Source: an optimization exercise on an open RTL-to-GDS flow (aim: small area, a short achievable clock period and few clock cycles per item). Production flows keep margins and buffers that such runs may drop. RTL that was checked went through simulation tests only; none was proved equivalent to the original. Only the layout flow was run in runs 6 and 7; the RTL was not checked for function there. Power is estimated from default activity; no workload was simulated.

[design.v]
module MyDesign #(parameter OUTPUT_LENGTH       = 8,
                  parameter MAX_MESSAGE_LENGTH  = 55,
                  parameter NUMBER_OF_Ks        = 64,
                  parameter NUMBER_OF_Hs        = 8 ,
                  parameter SYMBOL_WIDTH        = 8  )
            (
            output reg                                      dut__xxx__finish     ,
            input  wire                                     xxx__dut__go         ,
            input  wire  [ $clog2(MAX_MESSAGE_LENGTH):0]    xxx__dut__msg_length ,
            output reg  [ $clog2(MAX_MESSAGE_LENGTH)-1:0]   dut__msg__address  ,
            output wire                                     dut__msg__enable   ,
            output wire                                     dut__msg__write    ,
            input  wire [7:0]                               msg__dut__data     ,
            output wire [ $clog2(NUMBER_OF_Ks)-1:0]         dut__kmem__address  ,
            output wire                                     dut__kmem__enable   ,
            output wire                                     dut__kmem__write    ,
            input  wire [31:0]                              kmem__dut__data     ,
            output reg  [ $clog2(NUMBER_OF_Hs)-1:0]         dut__hmem__address  ,
            output wire                                     dut__hmem__enable   ,
            output wire                                     dut__hmem__write    ,
            input  wire [31:0]                              hmem__dut__data     ,
            output reg  [ $clog2(OUTPUT_LENGTH)-1:0]        dut__dom__address  ,
            output reg  [31:0]                              dut__dom__data     ,
            output wire                                     dut__dom__enable   ,
            output wire                                     dut__dom__write    ,
            input  wire                 clk             ,
            input  wire                 reset
            );
assign dut__msg__enable  = 1'b1;
assign dut__msg__write   = 1'b0;
assign dut__kmem__enable = 1'b1;
assign dut__kmem__write  = 1'b0;
assign dut__hmem__enable = 1'b1;
assign dut__hmem__write  = 1'b0;
reg        busy;
reg  [6:0] r, p;
reg  [3:0] hcnt;
reg        dom_en;
wire       start = xxx__dut__go & ~busy;
wire       act   = busy | xxx__dut__go;
wire       kwf   = p[0] ^ r[0];              
wire       hdone = hcnt[3] | (hcnt[2:0] == 3'd7);
wire       last  = (r == 7'd69);
assign dut__kmem__address = p[5:0];
assign dut__dom__enable   = dom_en;
assign dut__dom__write    = dom_en;
wire [5:0] maddr = dut__msg__address;
wire       mdone = (maddr == xxx__dut__msg_length[5:0]);    
wire       wavail = (p[6:4] != 3'd0) | mdone | (maddr[5:2] == p[3:0] + 4'd1);
wire rstep = kwf & hdone & ~r[6];
wire pstep = busy & ~p[6] & wavail & (~kwf | rstep);
wire rd    = start | (busy & ~mdone & ((maddr[5:2] == p[3:0]) | pstep));
wire hload = act & ~hdone;
wire h0ld  = rstep & (r == 7'd0);
wire drain = busy & (r >= 7'd65) & (r <= 7'd67);
wire owr   = busy & (r >= 7'd61) & (r <= 7'd68);
function [2:0] wordof(input [2:0] km1);
    case (km1)
        3'd4: wordof = 3'd7;
        3'd5: wordof = 3'd3;
        3'd6: wordof = 3'd2;
        3'd7: wordof = 3'd1;
        3'd0: wordof = 3'd0;
        3'd1: wordof = 3'd6;
        3'd2: wordof = 3'd5;
        default: wordof = 3'd4;
    endcase
endfunction
wire [6:0] r_n    = last ? 7'd0 : ((rstep | (busy & r[6])) ? r + 7'd1 : r);
wire [3:0] hcnt_n = last ? 4'd0 : ((hload | h0ld) ? hcnt + 4'd1 : hcnt);
wire [2:0] haddr_n = hcnt_n[3] ? wordof(r_n[2:0] - 3'd1) : ~hcnt_n[2:0];
always @(posedge clk or posedge reset) begin
    if (reset) begin
        busy              <= 1'b0;
        r                 <= 7'd0;
        p                 <= 7'd0;
        hcnt              <= 4'd0;
        dut__msg__address <= 6'd0;
        dut__hmem__address<= 3'd7;
        dut__xxx__finish  <= 1'b0;
        dom_en            <= 1'b0;
    end else begin
        busy               <= start | (busy & ~last);
        r                  <= r_n;
        p                  <= last ? 7'd0 : (pstep ? p + 7'd1 : p);
        hcnt               <= hcnt_n;
        dut__msg__address  <= last ? 6'd0 : (rd ? maddr + 6'd1 : maddr);
        dut__hmem__address <= haddr_n;
        dut__xxx__finish   <= busy & last;
        dom_en             <= owr;
    end
end
reg  [31:0] wr [0:15];
reg  [31:0] kw;
function [31:0] rotr(input [31:0] x, input integer n);
    rotr = (x >> n) | (x << (32 - n));
endfunction
wire [5:0]  len   = xxx__dut__msg_length[5:0];
wire [3:0]  q     = start ? 4'd0 : p[3:0] + 4'd1;
wire        qlen  = (len[5:2] == q);
wire [31:0] padw  = {qlen & (len[1:0] == 2'd0), 7'd0,
                     qlen & (len[1:0] == 2'd1), 7'd0,
                     qlen & (len[1:0] == 2'd2), 7'd0,
                     qlen & (len[1:0] == 2'd3), 7'd0}
                  | ((q == 4'd15) ? {23'd0, len[5:0], 3'd0} : 32'd0);
wire        p_lt15 = (p[6:4] == 3'd0) & (p[3:0] != 4'd15);
wire [31:0] ss0 = rotr(wr[1], 7) ^ rotr(wr[1], 18) ^ (wr[1] >> 3);
wire [31:0] ss1 = rotr(wr[14], 17) ^ rotr(wr[14], 19) ^ (wr[14] >> 10);
wire [31:0] u0  = wr[0] ^ wr[9] ^ ss0;
wire [31:0] u1  = ((wr[0] & wr[9]) | (wr[0] & ss0) | (wr[9] & ss0)) << 1;
wire [31:0] v0  = u0 ^ u1 ^ ss1;
wire [31:0] v1  = ((u0 & u1) | (u0 & ss1) | (u1 & ss1)) << 1;
wire [31:0] sched = v0 + v1;
wire selS = pstep & ~p_lt15;
reg [31:0] wrest;
always @(*) begin
    wrest = ((pstep & p_lt15) | start) ? padw : wr[15];
    if (rd) begin
        case (maddr[1:0])
            2'd0: wrest[31:24] = msg__dut__data;
            2'd1: wrest[23:16] = msg__dut__data;
            2'd2: wrest[15: 8] = msg__dut__data;
            2'd3: wrest[ 7: 0] = msg__dut__data;
        endcase
    end
end
wire [31:0] w15n = selS ? sched : wrest;
integer i;
always @(posedge clk) begin
    if (pstep) begin
        for (i = 0; i < 15; i = i + 1) wr[i] <= wr[i+1];
        kw <= kmem__dut__data + wr[15];
    end
    wr[15] <= w15n;
end
reg [31:0] A1, A2, A3, A4, e, f, g, h;
wire [31:0] S0  = rotr(A1, 2) ^ rotr(A1, 13) ^ rotr(A1, 22);
wire [31:0] S1  = rotr(e, 6) ^ rotr(e, 11) ^ rotr(e, 25);
wire [31:0] ch  = g ^ (e & (f ^ g));
wire [31:0] maj = (A1 & A2) | (A3 & (A1 | A2));
wire [31:0] nA4 = ~A4;
wire [31:0] x0 = A3 ^ h ^ kw;
wire [31:0] x1 = ((A3 & h) | (A3 & kw) | (h & kw)) << 1;
wire [31:0] y0 = x0 ^ x1 ^ ch;
wire [31:0] y1 = ((x0 & x1) | (x0 & ch) | (x1 & ch)) << 1;
wire [31:0] z0 = y0 ^ y1 ^ S1;
wire [31:0] z1 = ((y0 & y1) | (y0 & S1) | (y1 & S1)) << 1;
wire [31:0] enew = z0 + z1;
wire [31:0] ua = e ^ nA4 ^ maj;
wire [31:0] ub = {((e[30:0] & nA4[30:0]) | (e[30:0] & maj[30:0]) | (nA4[30:0] & maj[30:0])), 1'b1};
wire [31:0] va = ua ^ ub ^ S0;
wire [31:0] vb = ((ua & ub) | (ua & S0) | (ub & S0)) << 1;
wire [31:0] anew = va + vb;
wire r0     = (r == 7'd0);
wire ashift = hload | rstep | (busy & (r == 7'd64));
wire eshift = hload | rstep | drain;
always @(posedge clk) begin
    if (ashift) begin
        A1 <= (hload | r0) ? hmem__dut__data : anew;
        A2 <= A1; A3 <= A2; A4 <= A3;
    end
    if (eshift) begin
        e <= hload ? A3 : enew;
        f <= e; g <= f; h <= g;
    end
end
reg  [1:0] tsel;                             
wire [31:0] tap = tsel[1] ? h : (tsel[0] ? A1 : e);
always @(posedge clk) begin
    tsel <= (r_n == 7'd61) ? 2'd0 : ((r_n <= 7'd65) ? 2'd1 : 2'd2);
    dut__dom__data    <= tap + hmem__dut__data;
    dut__dom__address <= dut__hmem__address;
end
endmodule
[flow/run.sh]
#!/bin/bash
bash standard.sh SETUP_SLACK_MARGIN=6 "BUFFER_PORTS_ARGS=-buffer_cell sky130_fd_sc_hd__buf_1" finish > standard.log 2>&1
[standard.sh]
#!/bin/bash
# synth_recipe.tcl (not shown) runs the flow's synth.tcl, then flattens the netlist and writes it again
# the make line also repeats each setting of config.mk as NAME=value (left out here)
make -C /OpenROAD-flow-scripts/flow DESIGN_CONFIG=/design/flow/config.mk WORK_HOME=/design/flow/orfs CLKGATE_MAP_FILE= SYNTH_SCRIPT=/design/flow/synth_recipe.tcl "${@:-finish}"
[config.mk]
export PLATFORM = sky130hd
export DESIGN_NAME = MyDesign
export DESIGN_NICKNAME = MyDesign
export VERILOG_FILES = /design/flow/design.v
export SDC_FILE = /design/flow/constraint.sdc
export NUM_CORES = 4
export LEC_CHECK = 0
export ABC_AREA = 1
export CAP_MARGIN = 0
export CORE_MARGIN = 2
export CORE_UTILIZATION = 40
export CTS_CLUSTER_DIAMETER = 100
export CTS_CLUSTER_SIZE = 24
export SETUP_SLACK_MARGIN = 5
export SLEW_MARGIN = 0
[constraint.sdc]
create_clock -name core_clock -period 10.0 [get_ports {clk}]
set_input_delay 2.0000 -clock core_clock [delete_from_list [all_inputs] [get_ports {clk}]]
set_output_delay 2.0000 -clock core_clock [all_outputs]
set_load 0.01 [all_outputs]
==> results of run 1 <==
stage by stage:
stage          setup WS (ps)  std cells  instance area, sq um
6_report                6010       5956                 51700
5_1_grt                 5893       5954                 51700
4_1_cts                 5969       5857                 50460
3_5_place_dp            4963       5762                 48570
3_3_place_gp            4987       5762                 48570
2_1_floorplan         -616.2       4198                 46430
cell type report:
class                           count  area, sq um
Clock buffer                       53         1220
Multi-Input combinational cell   2578        18990
Antenna cell                        2        5.005
Tap cell                         1512         1892
Sequential cell                   867        25200
Timing Repair inverter              2        12.51
Timing Repair Buffer              267         1619
Inverter                          654         2462
Fill cell                       10700        62950
Clock inverter                     21        299.0
synthesized netlist by cell type, types with 2 or more instances:
cell type    n  area, sq um
a21boi_0    15        112.6
a21o_1      26        195.2
a21oi_1    238         1191
a221oi_1     4        35.03
a22oi_1      3        22.52
a31oi_1     22        137.6
and2_1       2        12.51
and3_1       3        18.77
buf_1        2        7.510
buf_2        4        20.02
buf_4       14        105.1
clkbuf_1    77        289.0
conb_1       2        7.510
dfrtp_1     27        675.7
dfstp_2      3        78.83
dfxtp_1     69         1381
edfxtp_1   768        23060
fa_1       218         4364
ha_1       166         2077
inv_1      651         2444
inv_2        2        7.510
maj3_1       2        20.02
mux2i_1     31        310.3
nand2_1    713         2676
nand2_2      7        43.79
nand2_4      2        22.52
nand3_1    185        925.9
nand3b_1    14        105.1
nand4_1     24        150.1
nor2_1     209        784.5
nor2_2       2        12.51
nor3_1      23        115.1
nor4_1       8        50.05
o2111ai_1    3        26.28
o211ai_1    10        75.07
o21a_1       7        52.55
o21ai_0    198        991.0
o21bai_1    25        187.7
o221ai_1     5        43.79
o22ai_1      4        25.02
o31ai_1      4        30.03
or2_2       10        62.56
xnor2_1    161         1410
xor2_1     218         1909
power breakdown:
group | internal (uW) | switching [uW] | leakage [uW]
sequential | 4040 | 161 | 0.00785
combinational | 381 | 700 | 0.0122
clock | 930 | 1280 | 0.000726
path summary, 6_finish.rpt:
kind                                          to  slack [ps]  depth (start not counted)
max in group asynchronous  dut__hmem__address[2]        8320                          3
hold reg to reg                        wr[9][27]         400                          0
setup reg to reg                           e[25]        6010                         16
min in group asynchronous                hcnt[1]        1360                          3
setup / recovery                           e[25]        6010                         16
hold / removal                         wr[9][27]         400                          0
cells in the final DEF (no fill, tap or decap), types with 7 or more instances in the layout:
cell type / Yosys / layout
edfxtp_1: 768 / 768
nand2_1: 713 / 700
inv_1: 651 / 638
xor2_1: 218 / 214
fa_1: 218 / 211
a21oi_1: 238 / 208
nor2_1: 209 / 199
nand3_1: 185 / 172
o21ai_0: 198 / 168
xnor2_1: 161 / 158
ha_1: 166 / 153
buf_1: 2 / 133
buf_4: 14 / 125
dfxtp_1: 69 / 68
clkbuf_16: 0 / 49
mux2i_1: 31 / 31
dfrtp_1: 27 / 27
a21o_1: 26 / 26
a21oi_2: 1 / 24
nand4_1: 24 / 24
a31oi_1: 22 / 22
o21bai_1: 25 / 22
nor3_1: 23 / 20
o21ai_1: 1 / 16
nand3_2: 1 / 14
nand2_2: 7 / 14
nand3b_1: 14 / 14
inv_2: 2 / 13
nor2_2: 2 / 11
o211ai_1: 10 / 10
o21ai_2: 0 / 10
nand2_4: 2 / 8
or2_2: 10 / 8
nor4_1: 8 / 7
o21a_1: 7 / 7
a21boi_0: 15 / 7
a21oi_4: 0 / 7
fa_2: 0 / 7
ha_4: 0 / 7
what timing repair did:
action,CTS,global route
setup endpoints to repair,296,535
resized for setup,61,139
cloned,2,2
setup buffers,19,95
pin swaps,7,30
cell families after synthesis:
kind of cell               synth area share
and+or+nand+nor                      0.1080
DFF                                  0.5432
buffers and inverters               0.06236
AOI/OAI and AO/OA                   0.06821
adders and majority gates            0.1393
xor gates and xnor gates            0.07191
muxes                              0.006932
other                             0.0001619
routing by layer:
layer  part of all wire  global-route usage  vias to the layer above  wire, um
met5            0.00027                   0                        -        34
met4              0.015             0.03424                        6      1903
met3              0.067             0.03037                       90      8405
met2               0.43              0.3021                      894     53400
met1               0.49              0.3325                    14950     61610
li1                   -                   -                    14310         -
==> qor.yml, run 1 <==
path_cells: "inv_1 > fa_1 > fa_1 > inv_1 > fa_1 > ha_2 > a21oi_2 > o21ai_4 > a21oi_4 > inv_2 > nand4_1 > nand3_2 > buf_4 > or2_4 > nand3_2 > o21ai_1"
drv_slew: 0
synth_edf_count: 768
dr.pass1.iters: 6
setup.worst_path.end_class: "register"
crit_fanout: 5
grt.total_usage: 0.2083
syn-cell-area_sq_um: 46390
cp-start-kind: "register"
r2r-start: "h[4]"
status: "no timing/DRC/antenna violations"
synthArstFlopShare: 0.03460
grt_pass1_wl_mm: 182.6
max_freq_ghz: 0.2506
drt-initial-drc-count: 3068
area_growth_pct: 11.45
grt_setup_unrepaired: "true"
worstHoldStart: "wr[10][27]"
cts.sinks: 867
worst_slew_pin_slew_ps: 1107
finalPower_uw: 7500
gp_congestion: 0.9229
yosysSeqAreaShare: 0.5432
numCtsBuffers: 48
portBuffers: 133
startpoint: "h[4]"
min_period_over_period: 0.3990
fp.dieH_um: 344.6
slowest_delay_ps: 500
num_vias: 30250
cts_max_level: 2
postRouteAntennaNets: 0
dieArea_sq_um: 118700
netlist_instances: 4194
powerDensity_nw_per_um2: 145.1
largest_reg_flops: 512
crit_type: "reg -> reg"
post-route-drc-count: 0
cp.buffers_inverters: 4
ys_ff_latch: 867
p_leak_uw: 0.02079
fin_nets: 4884
min_path_type: "reg -> reg"
utilization: 0.4509
vias_per_cell: 5.079
cts-root-buf: "clkbuf_16"
holdWs_ps: 397.3
synth_cell_types: 57
die_w_um: 344.6
critPathRequiredTime_ps: 10440
hold_buffers: 0
core_sq_um: 114700
initial_core_util: 0.4046
maxCapViolations: 0
final_hold_viol_count: 0
arrival_ps: 4430
grt_max_degree: 193
std_cell_rows: 124
setup-violations-final: 0
grt_pass1_vias: 28180
routed_wl_mm: 125.4
yosysWarningCount: 2
crit_slowest_cell: "fa_1"
relSlewSlack: 0.2573
antenna_found_initial: 3
clock_path_buffers: 3
cts_tree: "built"
dp_hpwl_mm: 96.12
ir_worst_vdd_mv: 0.1346
ys.flop_type: "edfxtp_1"
largest_register: "wr"
io_pins: 141
wl_per_cell_um: 21.05
avgSynthCellArea_sq_um: 11.06
tns_ps: 0
crit_family: "adder cells"
clk_latency_ps: 690
period_minus_slack_ps: 3990
drive_above_1_share: 0.08330
path_common_cell: "fa_1"
path_clk_slew_ps: 100
fin_skew_ps: 52.90
overflow: 0
Testbench counts, summed over its fixed seeds: cycles 17,686, hashes 192.
==> run 2: changes to the inputs <==
--- a/config.mk
+++ b/config.mk
@@ -8,3 +8,3 @@
 export ABC_AREA = 1
-export CAP_MARGIN = 0
+export CAP_MARGIN = 10
 export CORE_MARGIN = 2
@@ -14,2 +14,2 @@
 export SETUP_SLACK_MARGIN = 5
-export SLEW_MARGIN = 0
+export SLEW_MARGIN = 10
==> run 2 against run 1 <==
Clock power about the same. Power unchanged. Flip-flop and latch count unchanged. Clock skew unchanged.
==> qor.yml, run 2 <==
post-route-drc-count: 0  # unchanged
clockPowerShare: 0.295  # about the same
final_hold_viol_count: 0  # unchanged
cts-root-buf: "clkbuf_16"
critPathRequiredTime_ps: 10440  # about the same
dieArea_sq_um: 118700  # unchanged
portBuffers: 133  # unchanged
io_pins: 141  # unchanged
synth_area_leaders: "edfxtp_1 50%, fa_1 9.4%, nand2_1 5.8%"
numCtsBuffers: 48  # unchanged
dp_hpwl_mm: 96.12  # unchanged
die_w_um: 344.6  # unchanged
grt_max_degree: 193  # unchanged
synthArstFlopShare: 0.03460  # unchanged
overflow: 0  # unchanged
p_comb_frac: 0.144  # about the same
postRouteAntennaNets: 0  # unchanged
final_common_cell: "edfxtp_1"
grt_pass1_vias: 28180  # unchanged
regToRegEndpoint: "e[25]"
p_int_uw: 5357  # unchanged
synth-simple-area-share: 0.1080  # unchanged
netlist_instances: 4194  # unchanged
setup-violations-final: 0  # unchanged
largest_register: "wr"
clock_path_buffers: 3  # unchanged
post-synth-top-count-cell: "edfxtp_1"
routed_wl_mm: 125.4  # unchanged
setup.worst_path.end_class: "register"
avgSynthCellArea_sq_um: 11.06  # unchanged
fin_skew_ps: 52.90  # unchanged
hold_depth: 0  # unchanged
largest_reg_flops: 512  # unchanged
synthAdderAreaFrac: 0.1393  # unchanged
ys_ff_latch: 867  # unchanged
std_cell_rows: 124  # unchanged
hold_buffers: 0  # unchanged
grt_setup_unrepaired: "true"
synthTopCellsByCount: "768 x edfxtp_1, 713 x nand2_1, 651 x inv_1, 238 x a21oi_1"
ir_worst_vdd_mv: 0.1346  # unchanged
utilization: 0.4509  # unchanged
num_vias: 30250  # unchanged
min_path_type: "reg -> reg"
fin_nets: 4884  # unchanged
crit_fanout: 5  # unchanged
path_clk_slew_ps: 100  # about the same
cts_max_level: 2  # unchanged
multi_input_area_sq_um: 18990  # unchanged
yosysWarningCount: 2  # unchanged
crit_type: "reg -> reg"
clk_latency_ps: 690  # about the same
cp-start-kind: "register"
powerDensity_nw_per_um2: 145.1  # unchanged
synth-xor-area-share: 0.07191  # unchanged
synth_cell_types: 57  # unchanged
seq_area_sq_um: 25200  # unchanged
wl_per_cell_um: 21.05  # unchanged
cts_tree: "built"
period_minus_slack_ps: 3990  # unchanged
worstHoldStart: "wr[10][27]"
synth_top_family_by_area: "adder cells"
synth_compound_area_frac: 0.06821  # unchanged
grt_pass1_wl_mm: 182.6  # unchanged
min_period_over_period: 0.3990  # unchanged
fillCellCount: 10700  # unchanged
initial_core_util: 0.4046  # unchanged
antenna_found_initial: 3  # unchanged
hold_path_end: "wr[9][27]"
dr.pass1.iters: 6  # unchanged
netlist.area_leader.share: 0.4971  # unchanged
grt.total_usage: 0.2083  # unchanged
core_sq_um: 114700  # unchanged
yosysSeqAreaShare: 0.5432  # unchanged
gp_congestion: 0.9229  # unchanged
finalPower_uw: 7500  # unchanged
fp.dieH_um: 344.6  # unchanged
maxCapViolations: 0  # unchanged
power.switching_uw: 2143  # unchanged
drv_slew: 0  # unchanged
synth_mux_area_frac: 0.006932  # unchanged
final_cells: 5956  # unchanged
synth_edf_count: 768  # unchanged
r2r_cells: 16  # unchanged
synth_largest_area_cell: "edfxtp_1"
syn-cell-area_sq_um: 46390  # unchanged
arrival_ps: 4430  # about the same
drt-initial-drc-count: 3068  # unchanged
area_growth_pct: 11.45  # unchanged
r2r_slack_ps: 6010  # about the same
status: "no timing/DRC/antenna violations"
vias_per_cell: 5.079  # unchanged
mostFrequentLayoutCells: "768 x edfxtp_1, 700 x nand2_1, 638 x inv_1, 214 x xor2_1, 211 x fa_1"
p_leak_uw: 0.02079  # unchanged
dpl.cell_count: 5762  # unchanged
r2r-start: "h[4]"
worst_slew_pin_slew_ps: 1107  # unchanged
ys.flop_type: "edfxtp_1"
pwr-share-seq: 0.561  # about the same
p_sw_frac: 0.2858  # unchanged
cts.sinks: 867  # unchanged
max_freq_ghz: 0.2506  # unchanged
drive_above_1_share: 0.08330  # unchanged
startpoint: "h[4]"
relSlewSlack: 0.2573  # unchanged
==> run 2: cell counts in the layout (fill, tap and decap cells not counted) <==
Identical to the previous run, type by type.
==> run 2: repair_timing <==
action / CTS / global route
pin swaps: 7 / 30
setup endpoints to repair: 296 / 535
gates resized for setup: 61 / 139
buffers inserted: 19 / 95
cloned: 2 / 2
==> run 2: cell families after synthesis <==
| logic type | count (synthesis) |
|---|---|
| other | 2 |
| buffers and inverters | 753 |
| AO/OA/AOI/OAI | 569 |
| adder cells (fa/ha/maj) | 386 |
| AND/OR/NAND/NOR | 1205 |
| flip-flops | 867 |
| multiplexers | 32 |
| XOR/XNOR | 380 |
==> run 2: worst max-delay path by stage <==
stage                     cells after the start        end  slack (ps)
final                                        16      e[25]        6010
after detailed placement                     11   wr[1][8]        4960
after global placement                       11  wr[1][16]        4990
after global routing                         15      e[21]        5890
after floorplan                               6      kw[0]        -620
after CTS                                    17      e[31]        5970
==> run 2: through the flow <==
| step | setup slack (ps) | hold slack [ps] | cell area [sq um] | setup TNS, ps |
|---|---|---|---|---|
| 2_1_floorplan | -616.2 | 400.3 | 46430 | -315490 |
| 3_3_place_gp | 4987 | 400.0 | 48570 | 0 |
| 3_5_place_dp | 4963 | 399.1 | 48570 | 0 |
| 4_1_cts | 5969 | 391.9 | 50460 | 0 |
| 5_1_grt | 5893 | 387.6 | 51700 | 0 |
| 6_report | 6010 | 397.3 | 51700 | 0 |
==> run 2: metal layers <==
layer,track usage,vias to the layer above,wire (um)
met3,0.03037,90,8405
met4,0.03424,6,1903
li1,-,14310,-
met5,0,-,34
met1,0.3325,14950,61610
met2,0.3021,894,53400
==> run 2: worst max-delay path, stage by stage (launching register included) <==
cell	delay, ps
edfxtp_1	380
inv_1	160
fa_1	460
fa_1	500
inv_1	50
fa_1	500
ha_2	310
a21oi_2	190
o21ai_4	110
a21oi_4	250
inv_2	120
nand4_1	110
nand3_2	130
buf_4	170
or2_4	220
nand3_2	60
o21ai_1	70
==> run 2: layout make-up <==
class | instances | share of cell area
flip-flops and latches | 867 | 0.4874
multi-input cells | 2578 | 0.3674
repair buffers | 267 | 0.03131
inverters | 654 | 0.04762
well taps | 1512 | 0.03659
repair inverters | 2 | 0.0002420
clock inverters | 21 | 0.005784
diodes | 2 | 0.00009680
clock buffers | 53 | 0.02359
==> run 2: power by group through the flow <==
stage / registers, uW / logic (uW) / clock network (uW)
after floorplan: 4190 / 775 / 0
after global placement: 4290 / 1060 / 0
after detailed placement: 4290 / 1060 / 0
after CTS: 4210 / 1070 / 2280
after global routing: 4210 / 1210 / 2390
final: 4210 / 1080 / 2210
==> run 3: changes to the inputs <==
==> flow/run.sh (replaced) <==
#!/bin/bash
bash standard.sh SETUP_SLACK_MARGIN=6.5 "BUFFER_PORTS_ARGS=-buffer_cell sky130_fd_sc_hd__buf_1" finish > standard.log 2>&1
--- a/config.mk
+++ b/config.mk
@@ -8,3 +8,3 @@
 export ABC_AREA = 1
-export CAP_MARGIN = 10
+export CAP_MARGIN = 20
 export CORE_MARGIN = 2
@@ -14,2 +14,2 @@
 export SETUP_SLACK_MARGIN = 5
-export SLEW_MARGIN = 10
+export SLEW_MARGIN = 20
==> run 3 against run 2 <==
Non-clock buffer count up 122. Via count up 4.1%. Core utilization up 3.1 points. Critical path depth down 2.
==> qor.yml, run 3 <==
tns_ps: 0  # unchanged
ir_worst_vdd_mv: 0.1430  # +6.2%
initial_core_util: 0.4046  # unchanged
grt_setup_unrepaired: "true"
drt-initial-drc-count: 3154  # +2.8%
numCtsBuffers: 48  # unchanged
p_comb_frac: 0.149  # +0.005
postRouteAntennaNets: 0  # unchanged
portBuffers: 133  # unchanged
area_growth_pct: 19.04
powerDensity_nw_per_um2: 137.7  # -5.1%
hold_buffers: 0  # unchanged
final_hold_viol_count: 0  # unchanged
grt.total_usage: 0.2159  # +0.007556
synth_area_leaders: "edfxtp_1 50%, fa_1 9.4%, nand2_1 5.8%"
min_path_type: "reg -> reg"
synth_cell_types: 57  # unchanged
netlist_instances: 4194  # unchanged
synth_largest_area_cell: "edfxtp_1"
fin_nets: 5012  # +2.6%
hold_depth: 0  # unchanged
period_minus_slack_ps: 3984  # -6.400 ps
crit_family: "adder cells"
crit_type: "reg -> reg"
fp.dieH_um: 344.6  # unchanged
path_cells: "inv_2 > fa_2 > fa_1 > inv_1 > fa_1 > ha_4 > nand2_1 > nor2_1 > inv_1 > o21ai_4 > a21oi_2 > or2_4 > nand3_2 > o21ai_1"
ys.flop_type: "edfxtp_1"
min_period_over_period: 0.3984  # -0.0006400
cts.sinks: 867  # unchanged
post-route-drc-count: 0  # unchanged
antenna_found_initial: 7  # +4
post-synth-top-count-cell: "edfxtp_1"
holdWs_ps: 410.2  # +12.88 ps
overflow: 0  # unchanged
fin_skew_ps: 39.56  # -13.34 ps
cts-root-buf: "clkbuf_16"
clockPowerShare: 0.295  # about the same
core_sq_um: 114700  # unchanged
vias_per_cell: 5.170  # +1.8%
cp-start-kind: "register"
syn-cell-area_sq_um: 46390  # unchanged
pre_cts_slack_ps: 4855  # -107.9 ps
critPathRequiredTime_ps: 10430  # about the same
worst_slew_pin_slew_ps: 823.7  # -283.6 ps
setup.worst_path.end_class: "register"
synthTopCellsByCount: "768 x edfxtp_1, 713 x nand2_1, 651 x inv_1, 238 x a21oi_1"
synth_edf_count: 768  # unchanged
cts_tree: "built"
crit_fanout: 5  # unchanged
yosysWarningCount: 2  # unchanged
dieArea_sq_um: 118700  # unchanged
gp_congestion: 0.9309  # +0.87%
p_leak_uw: 0.02187  # +5.2%
grt_pass1_wl_mm: 188.2  # +3.1%
largest_reg_flops: 512  # unchanged
setup-violations-final: 0  # unchanged
die_w_um: 344.6  # unchanged
r2r_cells: 14  # -2
num_vias: 31480  # +4.1%
avgSynthCellArea_sq_um: 11.06  # unchanged
p_int_uw: 5405  # +0.91%
clock_path_buffers: 3  # unchanged
largest_register: "wr"
pwr-share-seq: 0.556  # -0.005
grt_pass1_vias: 29400  # +4.3%
drv_slew: 0  # unchanged
routed_wl_mm: 132.4  # +5.6%
finalPower_uw: 7602  # +1.4%
status: "no timing/DRC/antenna violations"
max_freq_ghz: 0.2510  # +0.16%
dr.pass1.iters: 5  # -1
io_pins: 141  # unchanged
netlist.area_leader.share: 0.4971  # unchanged
wl_per_cell_um: 21.75  # +3.3%
slowest_delay_ps: 490  # about the same
path_clk_slew_ps: 100  # about the same
mostFrequentLayoutCells: "768 x edfxtp_1, 651 x nand2_1, 602 x inv_1, 200 x xor2_1, 200 x fa_1"
relSlewSlack: 0.4493  # +0.1920
cts_max_level: 2  # unchanged
std_cell_rows: 124  # unchanged
arrival_ps: 4420  # about the same
yosysSeqAreaShare: 0.5432  # unchanged
final_common_cell: "edfxtp_1"
dp_hpwl_mm: 94.87  # -1.3%
crit_slowest_cell: "fa_1"
p_sw_frac: 0.2890  # +0.003209
cp.depth: 14  # -2
drive_above_1_share: 0.1821  # +0.09878
timing.final.ws_setup_ps: 6016  # +6.400 ps
ys_ff_latch: 867  # unchanged
grt_max_degree: 129  # -33%
utilization: 0.4816  # +0.03069
cp.buffers_inverters: 3  # -1
power.switching_uw: 2197  # +2.5%
synthArstFlopShare: 0.03460  # unchanged
maxCapViolations: 0  # unchanged
clk_latency_ps: 690  # about the same
run 3: cell counts after synthesis:
Identical to the previous run, type by type.
run 3: final cells by class:
| class | count | area (sq um) |
|---|---|---|
| timing repair inverter | 4 | 27.53 |
| clock buffer | 61 | 1250 |
| fill | 10280 | 59430 |
| multi-input combinational | 2582 | 21230 |
| sequential | 867 | 25200 |
| clock inverter | 18 | 294.0 |
| tap | 1512 | 1892 |
| inverter | 654 | 2474 |
| antenna | 2 | 5.005 |
| timing repair buffer | 389 | 2850 |
run 3: metrics by stage:
step	instance area, sq um	std cells
after global placement	48780	5760
after floorplan	46690	4198
final	55220	6089
after CTS	53100	6001
after detailed placement	48780	5760
after global routing	55220	6087
run 3: worst paths after layout:
| check | from | slack, ps | endpoint |
|---|---|---|---|
| hold / removal | wr[5][24] | 410 | wr[4][24] |
| max in group asynchronous | reset | 8310 | dut__hmem__address[2] |
| setup / recovery | A3[12] | 6020 | e[21] |
| setup reg to reg | A3[12] | 6020 | e[21] |
| min in group asynchronous | reset | 1340 | r[6] |
| hold reg to reg | wr[5][24] | 410 | wr[4][24] |
run 3: kinds of logic after synthesis:
family                     after synthesis  synth area share
buffers and inverters                  753           0.06236
and+or+nand+nor                       1205            0.1080
muxes                                   32          0.006932
adders and majority gates              386            0.1393
DFF                                    867            0.5432
AOI/OAI and AO/OA                      569           0.06821
other                                    2         0.0001619
xor gates and xnor gates               380           0.07191
run 3: worst register-to-register path, delay by kind of cell (launching register included):
kind	cells	cell delay, ps
buf+inv	3	330
fa+ha+maj	4	1760
compound gates	3	450
simple gates	4	760
flops	1	450
run 3: routing by layer:
layer  vias up  wire length [um]  GRT usage  share of wire
met2      1080             57870     0.3194           0.44
met3       179             10380    0.04244          0.078
met1     15630             60450     0.3230           0.46
met4        10              3662    0.05797          0.028
li1      14590                 -          -              -
met5         -                64          0        0.00048
run 3: power groups by stage:
stage | combinational, uW | clock, uW | sequential, uW
2_1_floorplan | 810 | 0 | 4190
3_3_place_gp | 1080 | 0 | 4300
3_5_place_dp | 1090 | 0 | 4300
4_1_cts | 1100 | 2310 | 4220
5_1_grt | 1270 | 2410 | 4230
6_report | 1130 | 2240 | 4230
run 3: repair_timing:
action                     in CTS  in global routing
pin swaps                     107                141
gates cloned                    7                  7
buffers inserted              155                 79
gates resized for setup       357                319
setup endpoints to repair     781                634
hold endpoints to repair        0                  0
==> run 4: changes to the inputs <==
==> flow/run.sh (replaced) <==
#!/bin/bash
bash standard.sh SETUP_SLACK_MARGIN=6.25 "BUFFER_PORTS_ARGS=-buffer_cell sky130_fd_sc_hd__buf_1" finish > standard.log 2>&1
==> run 4 against run 3 <==
Clock-buffer cell count is 7 lower. Die area stayed put. Core utilization is 1.0 points lower. Sequential share of layout area is 0.95 points higher. Non-clock buffer count is 11 lower. Still clean. Highest routed layer unchanged. Via count is 1.9% lower. Clock power is 2% lower. Wire length is 2.6% lower. Synthesized cell count stayed put. Power is 1.3% lower. Critical path depth is 1 higher.
==> qor.yml, run 4 <==
r2r-start: "A3[1]"
overflow: 0  # unchanged
max_freq_ghz: 0.2530  # +0.78%
tns_ps: 0  # unchanged
grt_max_degree: 94  # -27%
yosysWarningCount: 2  # unchanged
drt-initial-drc-count: 2776  # -12%
netlist.area_leader.share: 0.4971  # unchanged
relSlewSlack: 0.4956  # +0.04632
grt_setup_unrepaired: "true"
holdWs_ps: 407.9  # -2.295 ps
r2r_cells: 15  # +1
wl_per_cell_um: 21.27  # -2.2%
min_period_over_period: 0.3953  # -0.003073
status: "no timing/DRC/antenna violations"
hold_depth: 0  # unchanged
synth_area_leaders: "edfxtp_1 50%, fa_1 9.4%, nand2_1 5.8%"
timing.final.ws_setup_ps: 6047  # +30.73 ps
cts-root-buf: "clkbuf_16"
vias_per_cell: 5.094  # -1.5%
post-synth-top-count-cell: "edfxtp_1"
post-route-drc-count: 0  # unchanged
cts_max_level: 2  # unchanged
setup.worst_path.end_class: "register"
period_minus_slack_ps: 3953  # -30.73 ps
crit_type: "reg -> reg"
portBuffers: 133  # unchanged
antenna_found_initial: 6  # -1
p_leak_uw: 0.02160  # -1.3%
mostFrequentLayoutCells: "768 x edfxtp_1, 664 x nand2_1, 605 x inv_1, 211 x buf_4, 206 x xor2_1"
drive_above_1_share: 0.1588  # -0.02328
synth_largest_area_cell: "edfxtp_1"
final_hold_viol_count: 0  # unchanged
powerDensity_nw_per_um2: 138.8  # +0.81%
maxCapViolations: 0  # unchanged
fp.dieH_um: 344.6  # unchanged
area_growth_pct: 16.58
die_w_um: 344.6  # unchanged
postRouteAntennaNets: 0  # unchanged
synthTopCellsByCount: "768 x edfxtp_1, 713 x nand2_1, 651 x inv_1, 238 x a21oi_1"
cts_tree: "built"
initial_core_util: 0.4046  # unchanged
clock_path_buffers: 3  # unchanged
cts.sinks: 867  # unchanged
grt.total_usage: 0.2133  # -0.002628
cp-start-kind: "register"
grt_pass1_vias: 29240  # -0.55%
grt_pass1_wl_mm: 187.3  # -0.45%
path_clk_slew_ps: 100  # about the same
numCtsBuffers: 47  # -2.1%
regToRegEndpoint: "e[21]"
fin_nets: 4995  # -0.34%
io_pins: 141  # unchanged
yosysSeqAreaShare: 0.5432  # unchanged
clk_latency_ps: 680  # about the same
drv_slew: 0  # unchanged
critPathRequiredTime_ps: 10420  # about the same
gp_congestion: 0.9072  # -2.5%
ir_worst_vdd_mv: 0.1352  # -5.5%
startpoint: "A3[1]"
ys.flop_type: "edfxtp_1"
largest_reg_flops: 512  # unchanged
syn-cell-area_sq_um: 46390  # unchanged
final_common_cell: "edfxtp_1"
std_cell_rows: 124  # unchanged
crit_fanout: 3  # -2
largest_register: "wr"
setup-violations-final: 0  # unchanged
pre_cts_slack_ps: 4795  # -60.13 ps
dieArea_sq_um: 118700  # unchanged
core_sq_um: 114700  # unchanged
ys_ff_latch: 867  # unchanged
synth_edf_count: 768  # unchanged
fin_skew_ps: 39.29  # -0.2695 ps
endpoint: "e[21]"
synth_cell_types: 57  # unchanged
worst_slew_pin_slew_ps: 756.6  # -67.03 ps
synthArstFlopShare: 0.03460  # unchanged
dp_hpwl_mm: 96.05  # +1.2%
avgSynthCellArea_sq_um: 11.06  # unchanged
n_antenna_cell: 0  # -2
arrival_ps: 4370  # -50 ps
netlist_instances: 4194  # unchanged
routed_wl_mm: 129.0  # -2.6%
dr.pass1.iters: 5  # unchanged
min_path_type: "reg -> reg"
num_vias: 30900  # -1.9%
r2r_slack_ps: 6050  # +30 ps
[run 4: cell types whose count changed in the layout (fill, tap and decap cells not counted), moves of 13 or more]
| cell | delta |
|---|---|
| buf_4 | +18 |
| a21oi_2 | -18 |
| buf_6 | -18 |
| ha_4 | -21 |
| o21ai_0 | +15 |
| a21oi_1 | +19 |
| nand2_1 | +13 |
| ha_1 | +15 |
[run 4: worst max-delay path, cell delays in order, from the launching register on]
cell	delay (ps)
edfxtp_1	390
inv_2	70
fa_1	550
fa_1	450
fa_1	440
inv_1	60
ha_2	180
inv_2	40
fa_2	420
o21ai_4	270
a21oi_4	130
o21ai_4	230
a21oi_2	100
or2_4	250
nand3_2	60
o21ai_1	60
[run 4: logic make-up (layout without fill, tap and decap cells)]
logic type                 count (synthesis)  in the layout  share of synthesized area
xor gates and xnor gates                 380            380                    0.07191
AOI/OAI and AO/OA                        569            569                    0.06821
and+or+nand+nor                         1205           1205                     0.1080
other                                      2              6                  0.0001619
buffers and inverters                    753           1108                    0.06236
adders and majority gates                386            386                     0.1393
muxes                                     32             32                   0.006932
DFF                                      867            867                     0.5432
[run 4: cell type report]
type,count,area [sq um]
fillers,10480,60580
flip-flops and latches,867,25200
multi-input cells,2578,20450
repair buffers,378,2550
inverters,654,2469
well taps,1512,1892
clock buffers,54,1202
clock inverters,19,300.3
repair inverters,3,20.02
[run 4: layer usage]
layer / vias up / wire (um) / global-route usage
met5: - / 66 / 0
met4: 10 / 2610 / 0.04438
met3: 132 / 9701 / 0.03996
met2: 943 / 56000 / 0.3145
met1: 15290 / 60610 / 0.3263
li1: 14520 / - / -
[run 4: how the worst min path moves through the flow]
| stage | slack (ps) | from | endpoint |
|---|---|---|---|
| floorplan | 400 | wr[11][0] | wr[10][0] |
| CTS | 410 | wr[5][31] | wr[4][31] |
| detailed placement | 400 | wr[11][27] | wr[10][27] |
| finish | 410 | dut__hmem__address[0] | dut__dom__address[0] |
| global route | 420 | wr[12][20] | wr[11][20] |
| global placement | 400 | wr[5][12] | wr[4][12] |
[run 4: stage by stage]
| stage | area, sq um | total power [uW] | utilization | instances |
|---|---|---|---|---|
| after detailed placement | 48530 | 5351 | 0.4233 | 5761 |
| after global placement | 48530 | 5348 | 0.4233 | 5761 |
| after global routing | 54080 | 7819 | 0.4717 | 6065 |
| after CTS | 51500 | 7556 | 0.4492 | 5933 |
| final | 54080 | 7505 | 0.4717 | 6065 |
| after floorplan | 46440 | 4966 | - | 4198 |
[run 4: power breakdown]
group	switching [uW]	internal, uW	leakage [uW]	total [uW]
clock	1250	943	0.000726	2200
combinational	708	391	0.0130	1100
sequential	166	4040	0.00785	4210
total	2130	5380	0.0216	7500
[run 4: repair_timing]
action / in CTS / in global routing
hold buffers: 0 / 0
gates resized for setup: 186 / 376
setup endpoints to repair: 413 / 441
cloned: 3 / 1
pin swaps: 46 / 140
buffers inserted: 96 / 130
==> run 5: changes to the inputs <==
==> flow/run.sh (replaced) <==
#!/bin/bash
bash standard.sh SETUP_SLACK_MARGIN=5.75 "BUFFER_PORTS_ARGS=-buffer_cell sky130_fd_sc_hd__buf_1" finish > standard.log 2>&1
==> run 5 against run 4 <==
Setup slack got worse by 210 ps. Cell area is 6.7% lower. Critical path depth fell by 1. Largest cell class unchanged.
==> qor.yml, run 5 <==
drv_slew: 0  # unchanged
setup-violations-final: 0  # unchanged
cts_tree: "built"
largest_reg_flops: 512  # unchanged
dr_wl_met2_mm: 52.45  # -6.3%
fp.dieH_um: 344.6  # unchanged
portBuffers: 133  # unchanged
post-route-drc-count: 0  # unchanged
r2r_cells: 14  # -1
cts.sinks: 867  # unchanged
cp-start-kind: "register"
utilization: 0.4403  # -0.03137
arrival_ps: 4740  # +370 ps
synth_cell_types: 57  # unchanged
crit_type: "reg -> reg"
largest_register: "wr"
min_period_over_period: 0.4163  # +0.02096
synthArstFlopShare: 0.03460  # unchanged
die_w_um: 344.6  # unchanged
final_hold_viol_count: 0  # unchanged
netlist_instances: 4194  # unchanged
std_cell_rows: 124  # unchanged
antenna_found_initial: 3  # -3
grt_pass1_wl_mm: 181.4  # -3.2%
clock_path_buffers: 3  # unchanged
yosysWarningCount: 2  # unchanged
p_leak_uw: 0.02025  # -6.3%
worst_slew_pin_slew_ps: 1192  # +435.0 ps
netlist.area_leader.share: 0.4971  # unchanged
wl_met1_mm: 61.51  # +1.5%
fillCellCount: 10770  # +2.7%
overflow: 0  # unchanged
critPathRequiredTime_ps: 10580  # +160 ps
grt.total_usage: 0.2069  # -0.006323
period_minus_slack_ps: 4163  # +209.6 ps
grt_max_degree: 193  # +110%
status: "no timing/DRC/antenna violations"
placed_area_sq_um: 48570  # about the same
powerDensity_nw_per_um2: 148.6  # +7.0%
fin_skew_ps: 53.75  # +14.46 ps
initial_core_util: 0.4046  # unchanged
area_growth_pct: 8.822
crit_fanout: 4  # +1
pre_cts_slack_ps: 4963  # +168.0 ps
max_freq_ghz: 0.2402  # -5.0%
synthTopCellsByCount: "768 x edfxtp_1, 713 x nand2_1, 651 x inv_1, 238 x a21oi_1"
postRouteAntennaNets: 0  # unchanged
fin_nets: 4789  # -4.1%
grt_setup_unrepaired: "true"
drive_above_1_share: 0.04210  # -0.1167
final_common_cell: "edfxtp_1"
vias_per_cell: 5.071  # -0.45%
mostFrequentLayoutCells: "768 x edfxtp_1, 709 x nand2_1, 646 x inv_1, 231 x a21oi_1"
dr.pass1.iters: 6  # +1
stdcell_area_sq_um: 50480  # -6.7%
wl_met3_mm: 7.945  # -18%
hold_depth: 0  # unchanged
min_path_type: "reg -> reg"
post-synth-top-count-cell: "edfxtp_1"
numCtsBuffers: 48  # +2.1%
relSlewSlack: 0.2056  # -0.2900
avgSynthCellArea_sq_um: 11.06  # unchanged
drt-initial-drc-count: 2978  # +7.3%
cts_max_level: 2  # unchanged
synth_edf_count: 768  # unchanged
maxUsedRoutingLayer: "met5"
cts-root-buf: "clkbuf_16"
path_clk_slew_ps: 90  # about the same
setup.worst_path.end_class: "register"
synth_area_leaders: "edfxtp_1 50%, fa_1 9.4%, nand2_1 5.8%"
dieArea_sq_um: 118700  # unchanged
wl_per_cell_um: 21.09  # -0.82%
syn-cell-area_sq_um: 46390  # unchanged
maxCapViolations: 0  # unchanged
routed_wl_mm: 123.6  # -4.2%
synth_largest_area_cell: "edfxtp_1"
timing.final.ws_setup_ps: 5837  # -209.6 ps
clk_latency_ps: 690  # about the same
io_pins: 141  # unchanged
yosysSeqAreaShare: 0.5432  # unchanged
grt_pass1_vias: 28030  # -4.1%
ys_ff_latch: 867  # unchanged
ys.flop_type: "edfxtp_1"
core_sq_um: 114700  # unchanged
dp_hpwl_mm: 96.12  # about the same
gp_congestion: 0.9229  # +1.7%
ir_worst_vdd_mv: 0.1351  # -0.11%
num_vias: 29720  # -3.8%
[run 5: cell count changes in the layout (fill, tap and decap cells not counted), sizes merged, moves of 2 or more]
cell / previous run / this run
buf: 377 / 172
bufinv: 2 / 0
clkinv: 13 / 9
inv: 655 / 662
[run 5: stage by stage]
step | instances | setup TNS, ps | hold slack, ps | total power, uW
3_5_place_dp | 5762 | 0 | 399.1 | 5356
3_3_place_gp | 5762 | 0 | 400.0 | 5351
6_report | 5860 | 0 | 397.0 | 7499
4_1_cts | 5840 | 0 | 391.9 | 7563
5_1_grt | 5859 | 0 | 387.6 | 7811
2_1_floorplan | 4198 | -315490 | 400.3 | 4965
[run 5: power breakdown]
group / internal [uW] / leakage (uW) / switching [uW]
logic: 380 / 0.0117 / 696
registers: 4040 / 0.00785 / 162
clock network: 930 / 0.000726 / 1290
total: 5360 / 0.0202 / 2140
[run 5: path summary, 6_finish.rpt]
kind	startpoint	endpoint	slack (ps)
min	wr[10][27]	wr[9][27]	400
max in group asynchronous	reset	dut__hmem__address[2]	8320
min in group asynchronous	reset	hcnt[1]	1360
max	wr[1][18]	wr[15][24]	5840
min reg2reg	wr[10][27]	wr[9][27]	400
max reg2reg	wr[1][18]	wr[15][24]	5840
[run 5: logic make-up after synthesis]
family          Yosys count  share of synthesized area
compound gates          569                    0.06821
other cells               2                  0.0001619
flops                   867                     0.5432
fa+ha+maj               386                     0.1393
xor+xnor                380                    0.07191
buf+inv                 753                    0.06236
mux                      32                   0.006932
simple gates           1205                     0.1080
[run 5: worst max-delay path, stage by stage, from the launching register on]
cell and delay [ps]:
edfxtp_1 570, xnor2_1 240, xor2_1 170, inv_1 70
fa_1 550, fa_1 450, ha_1 420, a21oi_1 340
a21boi_0 360, o21ai_0 180, nand2_1 100, nand4_1 180
xor2_1 210, nand2_1 140, nand2_1 70
[run 5: layout make-up]
| class | count | area [sq um] | share of cell area |
|---|---|---|---|
| sequential | 867 | 25200 | 0.4991 |
| multi-input combinational | 2578 | 18520 | 0.3669 |
| inverter | 654 | 2462 | 0.04878 |
| tap | 1512 | 1892 | 0.03747 |
| clock buffer | 53 | 1220 | 0.02417 |
| timing repair buffer | 173 | 877.1 | 0.01737 |
| clock inverter | 21 | 299.0 | 0.005924 |
| timing repair inverter | 1 | 7.507 | 0.0001487 |
| antenna | 1 | 2.502 | 0.00004957 |
[run 5: routing by layer]
layer  up-vias  track usage
met1     14660       0.3304
met4         6      0.03261
met2       854       0.3011
met5         -            0
li1      14120            -
met3        81      0.02954
[run 5: what timing repair did]
item | CTS | global route
setup endpoints to repair | 116 | 290
pin swaps | 1 | 4
resized for setup | 22 | 41
buffers inserted | 4 | 16
hold buffers | 0 | 0
cloned | 0 | 2
==> run 6: changes to the inputs <==
--- a/design.v
+++ b/design.v
@@ -106,9 +106,9 @@
 wire        p_lt15 = (p[6:4] == 3'd0) & (p[3:0] != 4'd15);
-wire [31:0] ss0 = rotr(wr[1], 7) ^ rotr(wr[1], 18) ^ (wr[1] >> 3);
+reg  [31:0] sreg;
+wire [31:0] ss0 = rotr(wr[2], 7) ^ rotr(wr[2], 18) ^ (wr[2] >> 3);
 wire [31:0] ss1 = rotr(wr[14], 17) ^ rotr(wr[14], 19) ^ (wr[14] >> 10);
-wire [31:0] u0  = wr[0] ^ wr[9] ^ ss0;
-wire [31:0] u1  = ((wr[0] & wr[9]) | (wr[0] & ss0) | (wr[9] & ss0)) << 1;
-wire [31:0] v0  = u0 ^ u1 ^ ss1;
-wire [31:0] v1  = ((u0 & u1) | (u0 & ss1) | (u1 & ss1)) << 1;
-wire [31:0] sched = v0 + v1;
+wire [31:0] u0  = wr[1] ^ wr[10] ^ ss0;
+wire [31:0] u1  = ((wr[1] & wr[10]) | (wr[1] & ss0) | (wr[10] & ss0)) << 1;
+wire [31:0] snew  = u0 + u1;
+wire [31:0] sched = ss1 + sreg;
 wire selS = pstep & ~p_lt15;
@@ -131,2 +131,3 @@
         for (i = 0; i < 15; i = i + 1) wr[i] <= wr[i+1];
+        sreg <= snew;
         kw <= kmem__dut__data + wr[15];
==> flow/run.sh (replaced) <==
#!/bin/bash
bash standard.sh SETUP_SLACK_MARGIN=6 "BUFFER_PORTS_ARGS=-buffer_cell sky130_fd_sc_hd__buf_1" finish > standard.log 2>&1
==> run 6 against run 5 <==
Still clean on timing, DRC and antenna. Wire length up 2.5%. Synthesized cell count increased by 7.8%. Setup slack improved by 150 ps. Power shrank 0.83%. Global-route usage is 0.23 points lower. Non-clock buffer count is 42 higher. Worst hold slack better by 13 ps. Maximum frequency up 3.7%. Final cell count increased by 6.9%. Sequential power about the same. Critical endpoint is now e[21]. Highest routed layer is now met4.
==> qor.yml, run 6 <==
status: "no timing/DRC/antenna violations"
synth_area_leaders: "edfxtp_1 48%, fa_1 7.9%, nand2_1 6.0%"
dr.pass1.iters: 5  # -1
p_leak_uw: 0.02150  # +6.2%
final_hold_viol_count: 0  # unchanged
final_common_cell: "edfxtp_1"
postRouteAntennaNets: 0  # unchanged
area_growth_pct: 9.724
num_vias: 31830  # +7.1%
syn-cell-area_sq_um: 47800  # +3.0%
final_cells: 6262  # +6.9%
finalPower_uw: 7437  # -0.83%
fin_nets: 5167  # +7.9%
arrival_ps: 4420  # -320 ps
cp.buffers_inverters: 4  # +3
path_clk_slew_ps: 100  # about the same
drt-initial-drc-count: 2973  # -0.17%
yosysSeqAreaShare: 0.5271  # -0.01604
post-synth-top-count-cell: "edfxtp_1"
grt_max_degree: 196  # +1.6%
netlist_instances: 4523  # +7.8%
synthArstFlopShare: 0.03460  # unchanged
core_sq_um: 118200  # +3.1%
largest_register: "wr"
worstHoldStart: "wr[12][18]"
synth_largest_area_cell: "edfxtp_1"
ir_worst_vdd_mv: 0.1282  # -5.1%
dpl.cell_count: 6122  # +6.2%
post-route-drc-count: 0  # unchanged
largest_reg_flops: 480  # -6.3%
clk_latency_ps: 670  # -20 ps
cts.sinks: 867  # unchanged
std_cell_rows: 126  # +1.6%
fp.dieH_um: 349.7  # +1.5%
avgSynthCellArea_sq_um: 10.57  # -4.5%
netlist.area_leader.share: 0.4825  # -0.01468
dp_hpwl_mm: 97.93  # +1.9%
path_cells: "inv_2 > fa_1 > fa_1 > fa_1 > inv_1 > ha_2 > inv_2 > fa_2 > o21ai_4 > a21oi_4 > o21ai_2 > buf_6 > a21oi_4 > or2_4 > nand3_2 > o21ai_1"
routed_wl_mm: 126.7  # +2.5%
critPathRequiredTime_ps: 10410  # -170 ps
grt_pass1_wl_mm: 187.5  # +3.3%
slowest_delay_ps: 560  # about the same
grt_setup_unrepaired: "true"
crit_family: "adder cells"
max_freq_ghz: 0.2491  # +3.7%
synth_cell_types: 57  # unchanged
ys_ff_latch: 867  # unchanged
antenna_found_initial: 2  # -1
cts-root-buf: "clkbuf_16"
crit_fanout: 4  # unchanged
fin_skew_ps: 42.85  # -10.90 ps
io_pins: 141  # unchanged
min_period_over_period: 0.4015  # -0.01477
r2r-start: "kw[1]"
cp-start-kind: "register"
clock_path_buffers: 3  # unchanged
setup.worst_path.end_class: "register"
synth_edf_count: 768  # unchanged
grt_pass1_vias: 29850  # +6.5%
period_minus_slack_ps: 4015  # -147.7 ps
initial_core_util: 0.4043  # about the same
ys.flop_type: "edfxtp_1"
dieArea_sq_um: 122300  # +3.0%
wl_per_cell_um: 20.23  # -4.1%
yosysWarningCount: 2  # unchanged
path_common_cell: "fa_1"
setup-violations-final: 0  # unchanged
vias_per_cell: 5.082  # +0.22%
mostFrequentLayoutCells: "768 x edfxtp_1, 759 x nand2_1, 741 x inv_1, 257 x a21oi_1, 246 x nor2_1"
drive_above_1_share: 0.05968  # +0.01758
drv_slew: 0  # unchanged
crit_type: "reg -> reg"
gp_congestion: 0.9616  # +4.2%
crit_slowest_cell: "fa_1"
startpoint: "kw[1]"
die_w_um: 349.7  # +1.5%
maxCapViolations: 0  # unchanged
min_path_type: "reg -> reg"
portBuffers: 133  # unchanged
synthTopCellsByCount: "768 x edfxtp_1, 763 x nand2_1, 759 x inv_1, 280 x a21oi_1, 254 x nor2_1"
overflow: 0  # unchanged
cts_max_level: 2  # unchanged
grt.total_usage: 0.2046  # -0.002328
powerDensity_nw_per_um2: 141.8  # -4.5%
worst_slew_pin_slew_ps: 988.4  # -203.3 ps
numCtsBuffers: 46  # -4.2%
relSlewSlack: 0.3411  # +0.1355
cts_tree: "built"
## run 6: area by class of cell
| cell class | instances | area [sq um] |
|---|---|---|
| Antenna cell | 1 | 2.502 |
| Clock buffer | 56 | 1199 |
| Clock inverter | 17 | 236.5 |
| Fill cell | 11220 | 65790 |
| Inverter | 762 | 2869 |
| Multi-Input combinational cell | 2806 | 19770 |
| Sequential cell | 867 | 25200 |
| Tap cell | 1536 | 1922 |
| Timing Repair Buffer | 215 | 1244 |
| Timing Repair inverter | 2 | 12.51 |
## run 6: final timing paths
path                                         end  slack, ps  cells after the start
setup / recovery                           e[21]       5990                     16
hold / removal                        wr[11][18]        410                      0
setup reg to reg                           e[21]       5990                     16
hold reg to reg                       wr[11][18]        410                      0
max in group asynchronous  dut__hmem__address[2]       8290                      3
min in group asynchronous                   p[2]       1370                      3
## run 6: through the flow
stage	setup TNS [ps]	utilization	worst slack (ps)	hold WS (ps)	instance area, sq um
CTS	0	0.4375	5891	415.2	51720
global route	0	0.4436	5795	415.6	52450
detailed placement	0	0.4230	4704	400.0	50020
finish	0	0.4436	5985	410.3	52450
floorplan	-314530	-	-614.3	400.3	47850
global placement	0	0.4229	4727	400.0	50010
## run 6: what timing repair did
item / CTS / global route
setup buffers: 13 / 50
gates resized for setup: 52 / 85
setup endpoints to repair: 422 / 394
pin swaps: 5 / 20
cloned: 2 / 1
hold buffers: 0 / 0
## run 6: kinds of logic after synthesis
family / count (synthesis) / synth area share
other cells: 2 / 0.0001571
xor+xnor: 401 / 0.07363
fa+ha+maj: 387 / 0.1309
compound gates: 660 / 0.07727
buf+inv: 854 / 0.06879
flops: 867 / 0.5271
simple gates: 1321 / 0.1156
mux: 31 / 0.006518
## run 6: metal layers
layer  part of all wire  global-route usage  vias up
met1               0.49              0.3204    15510
met5                  0                   0        -
met3              0.060             0.02482      116
met4              0.018             0.04152        0
li1                   -                   -    15290
met2               0.43              0.3033      914
## run 6: worst register-to-register path: cells and delay by family (launching register included)
kind,cells,cell delay [ps]
AOI/OAI and AO/OA,5,600
and+or+nand+nor,2,310
buffers and inverters,4,370
DFF,1,430
adders and majority gates,5,2080
## run 6: where the power goes
group          internal [uW]  switching [uW]  total (uW)  leakage, uW
Clock                    937            1230        2160     0.000698
Sequential              4040             158        4200      0.00785
Combinational            383             690        1070       0.0130
==> run 7: changes to the inputs <==
==> flow/run.sh (replaced) <==
#!/bin/bash
bash standard.sh SETUP_SLACK_MARGIN=6.25 "BUFFER_PORTS_ARGS=-buffer_cell sky130_fd_sc_hd__buf_1" finish > standard.log 2>&1
==> run 7 against run 6 <==
Synthesized area did not move. Setup slack improved by 74 ps. Wire length rose by 2.4%. Critical path depth unchanged. Largest cell class unchanged.
==> qor.yml, run 7 <==
drt-initial-drc-count: 3183  # +7.1%
area_growth_pct: 13.54
r2r_slack_ps: 6060  # +70 ps
synth_area_leaders: "edfxtp_1 48%, fa_1 7.9%, nand2_1 6.0%"
overflow: 0  # unchanged
p_leak_uw: 0.02220  # +3.3%
cts_max_level: 2  # unchanged
clock_path_buffers: 3  # unchanged
netlist_instances: 4523  # unchanged
fillCellCount: 11050  # -1.5%
timing.final.ws_setup_ps: 6060  # +74.42 ps
num_vias: 32560  # +2.3%
min_period_over_period: 0.3941  # -0.007442
gp_congestion: 0.9424  # -2.0%
dr.pass1.iters: 6  # +1
worst_slew_pin_slew_ps: 1046  # +57.26 ps
wl_per_cell_um: 20.35  # +0.62%
max_freq_ghz: 0.2538  # +1.9%
dp_hpwl_mm: 96.65  # -1.3%
post-synth-top-count-cell: "edfxtp_1"
fp.dieH_um: 349.7  # unchanged
crit_fanout: 3  # -1
hold_buffers: 0  # unchanged
grt_setup_unrepaired: "true"
path_clk_slew_ps: 100  # about the same
cts_tree: "built"
setup.worst_path.end_class: "register"
min_path_type: "reg -> reg"
final_hold_viol_count: 0  # unchanged
period_minus_slack_ps: 3941  # -74.42 ps
grt_max_degree: 196  # unchanged
drv_slew: 0  # unchanged
holdWs_ps: 399.2  # -11.17 ps
initial_core_util: 0.4043  # unchanged
dieArea_sq_um: 122300  # unchanged
fin_nets: 5280  # +2.2%
cts-root-buf: "clkbuf_16"
grt_pass1_wl_mm: 189.2  # +0.90%
ys.flop_type: "edfxtp_1"
n_antenna_cell: 0  # -1
synth_cell_types: 57  # unchanged
yosysSeqAreaShare: 0.5271  # unchanged
avgSynthCellArea_sq_um: 10.57  # unchanged
crit_type: "reg -> reg"
synthArstFlopShare: 0.03460  # unchanged
critPathRequiredTime_ps: 10410  # about the same
routed_wl_mm: 129.7  # +2.4%
drive_above_1_share: 0.1119  # +0.05221
setup-violations-final: 0  # unchanged
syn-cell-area_sq_um: 47800  # unchanged
fin_skew_ps: 33.68  # -9.166 ps
grt_pass1_vias: 30370  # +1.7%
largest_reg_flops: 480  # unchanged
utilization: 0.4590  # +0.01541
pre_cts_slack_ps: 4980  # +276.4 ps
cts.sinks: 867  # unchanged
ir_worst_vdd_mv: 0.1233  # -3.8%
synth_largest_area_cell: "edfxtp_1"
largest_register: "wr"
postRouteAntennaNets: 0  # unchanged
ys_ff_latch: 867  # unchanged
final_common_cell: "edfxtp_1"
finalPower_uw: 7443  # about the same
powerDensity_nw_per_um2: 137.1  # -3.3%
clk_latency_ps: 680  # about the same
status: "no timing/DRC/antenna violations"
arrival_ps: 4350  # -70 ps
post-route-drc-count: 0  # unchanged
maxCapViolations: 0  # unchanged
grt.total_usage: 0.2058  # +0.001216
numCtsBuffers: 47  # +2.2%
synthTopCellsByCount: "768 x edfxtp_1, 763 x nand2_1, 759 x inv_1, 280 x a21oi_1, 254 x nor2_1"
core_sq_um: 118200  # unchanged
antenna_found_initial: 2  # unchanged
portBuffers: 133  # unchanged
die_w_um: 349.7  # unchanged
mostFrequentLayoutCells: "768 x edfxtp_1, 739 x nand2_1, 721 x inv_1, 239 x nor2_1, 228 x a21oi_1"
netlist.area_leader.share: 0.4825  # unchanged
relSlewSlack: 0.3022  # -0.03894
yosysWarningCount: 2  # unchanged
vias_per_cell: 5.110  # +0.54%
synth_edf_count: 768  # unchanged
tns_ps: 0  # unchanged
std_cell_rows: 126  # unchanged
io_pins: 141  # unchanged
cp-start-kind: "register"
-- run 7: cell counts after synthesis --
Identical to the previous run, type by type.
-- run 7: area by class of cell --
| cell class | count | area [sq um] | share of cell area |
|---|---|---|---|
| inverter | 762 | 2883 | 0.05312 |
| tap | 1536 | 1922 | 0.03541 |
| sequential | 867 | 25200 | 0.4643 |
| clock buffer | 53 | 1199 | 0.02209 |
| clock inverter | 18 | 251.5 | 0.004634 |
| multi-input combinational | 2806 | 20640 | 0.3802 |
| timing repair inverter | 1 | 7.507 | 0.0001383 |
| timing repair buffer | 328 | 2173 | 0.04005 |
-- run 7: critical path, cell delays in order, from the launching register on --
cell	delay, ps
edfxtp_1	420
inv_2	110
fa_1	450
fa_1	520
fa_1	410
inv_1	70
ha_2	180
inv_2	40
fa_2	390
o21ai_4	180
a21oi_4	90
buf_6	130
o21ai_4	230
a21oi_2	100
or2_4	230
nand3_2	50
o21ai_1	70
-- run 7: repair_timing --
action                                  in CTS  in global routing
endpoints found under the setup margin     693                647
cloned                                       2                  2
resized for setup                          176                201
pin swaps                                   37                 80
setup buffers                               68                109
-- run 7: per-stage QoR --
step / cells / cell area [sq um]
2_1_floorplan: 4527 / 47860
3_3_place_gp: 6118 / 49990
3_5_place_dp: 6119 / 50010
4_1_cts: 6260 / 52640
5_1_grt: 6371 / 54270
6_report: 6371 / 54270
-- run 7: path summary, 6_finish.rpt --
| check | depth (start not counted) | to | startpoint |
|---|---|---|---|
| max | 16 | e[21] | A3[1] |
| min | 0 | wr[2][27] | wr[3][27] |
| max reg2reg | 16 | e[21] | A3[1] |
| min reg2reg | 0 | wr[2][27] | wr[3][27] |
| max in group asynchronous | 3 | dut__hmem__address[1] | reset |
| min in group asynchronous | 3 | p[2] | reset |
-- run 7: per-layer routing --
layer,vias to the layer above,global-route usage,wire length (um)
met5,-,0,13
met4,2,0.04821,3007
met3,145,0.02886,8372
met2,979,0.3057,56410
met1,15920,0.3168,61870
li1,15510,-,-
-- run 7: kinds of logic after synthesis --
| kind of cell | share of synthesized area |
|---|---|
| AOI/OAI and AO/OA | 0.07727 |
| buffers and inverters | 0.06879 |
| xor gates and xnor gates | 0.07363 |
| other | 0.0001571 |
| and+or+nand+nor | 0.1156 |
| muxes | 0.006518 |
| DFF | 0.5271 |
| adders and majority gates | 0.1309 |
-- run 7: power by group --
part	leakage (uW)	total (uW)	switching, uW	internal [uW]
Sequential	0.00785	4210	162	4040
Combinational	0.0137	1080	691	386
Clock	0.000694	2160	1260	903

[separate check: timing with driven ports]
In the flow no input, the clock included, has a driving cell. The finished layouts below were timed again as built, in two steps.
Step 1 (the two cells are an assumption about what drives the block):
set clk [get_ports {clk}]
set_driving_cell -lib_cell sky130_fd_sc_hd__clkbuf_16 $clk
set_driving_cell -lib_cell sky130_fd_sc_hd__buf_2 [delete_from_list [all_inputs] $clk]
Step 2, shift: input delay + t, output delay - t, t = (earliest + latest rising clock arrival at the registers) / 2. This alone moves slack from input paths to output paths.
a / b / c = ideal ports / drivers / drivers and shift; a / b = the first two.
run | t, ns | slack for setup (ns) | hold slack, ns | worst setup path at the end | clock arrival spread, ns
run 1 | 0.732 | 6.010 / 6.010 / 5.442 | 0.397 / 0.397 / 0.397 | input to register | 0.053 / 0.053
run 2 | 0.732 | 6.010 / 6.010 / 5.442 | 0.397 / 0.397 / 0.397 | input to register | 0.053 / 0.053
run 3 | 0.745 | 6.016 / 6.016 / 5.822 | 0.410 / 0.410 / 0.410 | input to register | 0.040 / 0.040
run 4 | 0.734 | 6.047 / 6.047 / 5.679 | 0.408 / 0.408 / 0.408 | input to register | 0.040 / 0.041
run 5 | 0.734 | 5.837 / 5.837 / 5.219 | 0.397 / 0.397 / 0.397 | input to register | 0.057 / 0.056
run 6 | 0.717 | 5.985 / 5.985 / 5.525 | 0.410 / 0.410 / 0.410 | input to register | 0.046 / 0.046
run 7 | 0.740 | 6.059 / 6.059 / 5.611 | 0.399 / 0.399 / 0.399 | input to register | 0.035 / 0.035
After both steps setup and hold are still met in every run listed. For run 5, which loses most, drivers alone change the setup slack by 0.000 ns; drivers and shift together by -0.618 ns.
